From an optimization exercise on the open Yosys and OpenROAD flow, aimed at small area, a short achievable clock period and few clock cycles; shortcuts taken in it are not production practice.
Function was checked by simulation only, so behaviour that the tests miss may differ from the original.
Power is estimated from default activity; no workload was simulated.

== yarrow ==
// axi_slave_ram
module axi_slave_ram #
(
    parameter C_AXI_ADDR_WIDTH = 9,
    parameter C_AXI_DATA_WIDTH = 32,
    parameter STRB_WIDTH = (C_AXI_DATA_WIDTH/8),
    parameter ID_WIDTH = 1,
    parameter PIPELINE_OUTPUT = 0
)
(
    input  wire                   clk,
    input  wire                   rst,
    input  wire [ID_WIDTH-1:0]    s_axi_awid,
    input  wire [C_AXI_ADDR_WIDTH-1:0]  s_axi_awaddr,
    input  wire [7:0]             s_axi_awlen,
    input  wire [2:0]             s_axi_awsize,
    input  wire [1:0]             s_axi_awburst,
    input  wire                   s_axi_awlock,
    input  wire [3:0]             s_axi_awcache,
    input  wire [2:0]             s_axi_awprot,
    input  wire                   s_axi_awvalid,
    output wire                   s_axi_awready,
    input  wire [C_AXI_DATA_WIDTH-1:0]  s_axi_wdata,
    input  wire [STRB_WIDTH-1:0]  s_axi_wstrb,
    input  wire                   s_axi_wlast,
    input  wire                   s_axi_wvalid,
    output wire                   s_axi_wready,
    output wire [ID_WIDTH-1:0]    s_axi_bid,
    output wire [1:0]             s_axi_bresp,
    output wire                   s_axi_bvalid,
    input  wire                   s_axi_bready,
    input  wire [ID_WIDTH-1:0]    s_axi_arid,
    input  wire [C_AXI_ADDR_WIDTH-1:0]  s_axi_araddr,
    input  wire [7:0]             s_axi_arlen,
    input  wire [2:0]             s_axi_arsize,
    input  wire [1:0]             s_axi_arburst,
    input  wire                   s_axi_arlock,
    input  wire [3:0]             s_axi_arcache,
    input  wire [2:0]             s_axi_arprot,
    input  wire                   s_axi_arvalid,
    output wire                   s_axi_arready,
    output wire [ID_WIDTH-1:0]    s_axi_rid,
    output wire [C_AXI_DATA_WIDTH-1:0]  s_axi_rdata,
    output wire [1:0]             s_axi_rresp,
    output wire                   s_axi_rlast,
    output wire                   s_axi_rvalid,
    input  wire                   s_axi_rready
);
localparam NWORDS = 128;
integer h;
  ...
Size in the first run: about 10,000 cells after synthesis, about 4,700 flip-flops, roughly 140,000 um2 of cells after synthesis.
==> flow/config.mk <==
export PLATFORM = sky130hd
export DESIGN_NAME = axi_slave_ram
export DESIGN_NICKNAME = axi_slave_ram
export VERILOG_FILES = /design/flow/design.v
export SDC_FILE = /design/flow/constraint.sdc
export NUM_CORES = 8
export LEC_CHECK = 0
export CAP_MARGIN = 20
export CORE_MARGIN = 2
export CORE_UTILIZATION = 60
export CTS_CLUSTER_DIAMETER = 80
export CTS_CLUSTER_SIZE = 30
export PLACE_DENSITY = 0.7
export SETUP_SLACK_MARGIN = 2.8
export SLEW_MARGIN = 20
export SYNTH_HIERARCHICAL = 1
==> flow/constraint.sdc <==
create_clock -name core_clock -period 5.0 [get_ports {clk}]
set_input_delay 1.0000 -clock core_clock [delete_from_list [all_inputs] [get_ports {clk}]]
set_output_delay 1.0000 -clock core_clock [all_outputs]
set_load 0.01 [all_outputs]
standard.sh (not shown) runs the stock make flow with config.mk's settings and CLKGATE_MAP_FILE= SYNTH_SCRIPT=/design/flow/synth_recipe.tcl, a recipe that flattens the netlist after the stock synthesis.
==> flow/flow/run.sh <==
#!/bin/bash
export BUFFER_PORTS_ARGS="-buffer_cell sky130_fd_sc_hd__buf_2"
export MAX_REPAIR_ANTENNAS_ITER_DRT=5
bash standard.sh > standard.log 2>&1
Testbench counts of yarrow, summed over its fixed seeds: cycles 12,407.
Changes in maple relative to yarrow:
# yarrow
export LEC_CHECK = 0
export CAP_MARGIN = 20
export CORE_MARGIN = 2
export CORE_UTILIZATION = 60
export CTS_CLUSTER_DIAMETER = 80
export CTS_CLUSTER_SIZE = 30
export PLACE_DENSITY = 0.7
export SETUP_SLACK_MARGIN = 2.8
export SLEW_MARGIN = 20
export SYNTH_HIERARCHICAL = 1
create_clock -name core_clock -period 5.0 [get_ports {clk}]
# maple
export LEC_CHECK = 0
export CAP_MARGIN = 20
export CORE_MARGIN = 2
export CORE_UTILIZATION = 65
export CTS_CLUSTER_DIAMETER = 120
export CTS_CLUSTER_SIZE = 30
export PLACE_DENSITY = 0.75
export SETUP_SLACK_MARGIN = 2.8
export SLEW_MARGIN = 20
export SYNTH_HIERARCHICAL = 1
create_clock -name core_clock -period 5.0 [get_ports {clk}]
--- outcome ---
- maple completed end to end with timing, DRC and antenna clean.
- Of the two values seen for capturing instance or port of the critical path, s_axi_rdata[3] was produced by maple and p_n[3][21]$_DFFE_PP_ by yarrow.
- Taking yarrow as the reference, in maple via count shows no meaningful change, worst path setup slack after routing comparable, final layout net count level, die area went down by about 8%.
- As far as clock power is concerned, yarrow and maple perform about the same.
- Against yarrow, maple comes in 0.14 higher on average via count per standard cell.
- maple vs yarrow, category of the critical setup timing path: flop to output pin vs flop to flop
- maple falls short of yarrow in minimum hold slack.
- maple and yarrow ended up with roughly the same time the worst path needs with I/O delays and setup.
- Diff maple..yarrow | sequential cell area | negligible
- Total cell area at the placement stage across maple and yarrow: no real change.
Modified inputs, pepper compared to maple
# maple
export LEC_CHECK = 0
export CAP_MARGIN = 20
export CORE_MARGIN = 2
export CORE_UTILIZATION = 65
export CTS_CLUSTER_DIAMETER = 120
export CTS_CLUSTER_SIZE = 30
export PLACE_DENSITY = 0.75
export SETUP_SLACK_MARGIN = 2.8
export SLEW_MARGIN = 20
export SYNTH_HIERARCHICAL = 1
create_clock -name core_clock -period 5.0 [get_ports {clk}]
# pepper
export LEC_CHECK = 0
export CAP_MARGIN = 20
export CORE_MARGIN = 2
export CORE_UTILIZATION = 65
export CTS_CLUSTER_DIAMETER = 80
export CTS_CLUSTER_SIZE = 30
export PLACE_DENSITY = 0.75
export SETUP_SLACK_MARGIN = 2.6
export SLEW_MARGIN = 20
export SYNTH_HIERARCHICAL = 1
create_clock -name core_clock -period 5.0 [get_ports {clk}]
### Flow results
Run comparison: maple start-to-end type of the worst setup path flop to output pin; pepper start-to-end type of the worst setup path flop to flop. pepper ended up with a lower detailed-routing iteration count for the pre-antenna-repair pass than maple did. Re total non-filler cell area in the finished layout: maple was higher than pepper. pepper: worst setup slack after placement 0.27 ns below maple. In pepper the pin count of the biggest net entering global routing turned out 4 higher than in maple. Against maple as the reference, pepper delivers a lower fmax. The clock insertion delay at the later pin of the skew report of pepper falls short of that of maple by 0.03 ns. maple and pepper ended up with nearly the same synthesized cell count. pepper vs. maple: worst hold slack went up, part of the power in the clock network went up.
For lagoon, these inputs were changed with respect to pepper:
# pepper
export LEC_CHECK = 0
export CAP_MARGIN = 20
export CORE_MARGIN = 2
export CORE_UTILIZATION = 65
export CTS_CLUSTER_DIAMETER = 80
export CTS_CLUSTER_SIZE = 30
export PLACE_DENSITY = 0.75
export SETUP_SLACK_MARGIN = 2.6
export SLEW_MARGIN = 20
export SYNTH_HIERARCHICAL = 1
create_clock -name core_clock -period 5.0 [get_ports {clk}]
# lagoon
export LEC_CHECK = 0
export CAP_MARGIN = 20
export CORE_MARGIN = 2
export CORE_UTILIZATION = 65
export CTS_CLUSTER_DIAMETER = 80
export CTS_CLUSTER_SIZE = 30
export PLACE_DENSITY = 0.75
export SETUP_SLACK_MARGIN = 2.7
export SLEW_MARGIN = 20
export SYNTH_HIERARCHICAL = 1
create_clock -name core_clock -period 5.0 [get_ports {clk}]
## What came out
- Against pepper, lagoon comes in 0.019 ns higher on post-route clock skew.
- Run comparison: lagoon destination of the critical timing path p_n[0][5]$_DFFE_PP_; pepper destination of the critical timing path p_n[1][18]$_DFFE_PP_
- Between pepper and lagoon, the switching share of power does not differ in any meaningful way.
- Looking at lagoon and pepper, the sequential share of layout area is a wash.
- Wire: lagoon routes more than pepper
- lagoon against pepper: global-route usage shows an increase of 0.65 points; cell area shows no meaningful change; pin slew with the least headroom to its limit down 0.011 ns; number of nets at the end of the flow shows no meaningful change; length of routed met2 wiring now sits higher.

## port drivers added, routing unchanged
How much do the figures lean on ideal ports? The routed layouts below were timed once more, with nothing changed but the port constraints.
Step 1 assumes that a clkbuf_16 drives the clock port and a buf_2 every other input.
Step 2 moves the port delays by t, midway between the first and last clock arrival at a register: inputs arrive t later, outputs are due t later. That takes back most of the time a late clock gives input paths.
Three values: ideal ports, drivers, drivers and shift; two values: the first two.
| run | shift t [ns] | slack for setup (ns) | worst setup path at the end |
|---|---|---|---|
| yarrow | 0.985 | 2.535 / 2.510 / 1.983 | input to register |
| maple | 0.984 | 2.538 / 2.452 / 1.970 | input to register |
| pepper | 0.972 | 2.449 / 2.449 / 1.799 | input to register |
| lagoon | 0.967 | 2.465 / 2.465 / 1.975 | input to register |
After both steps setup and hold are still met in every run listed. For pepper, which loses most, drivers alone change the setup slack by 0.000 ns; drivers and shift together by -0.650 ns.
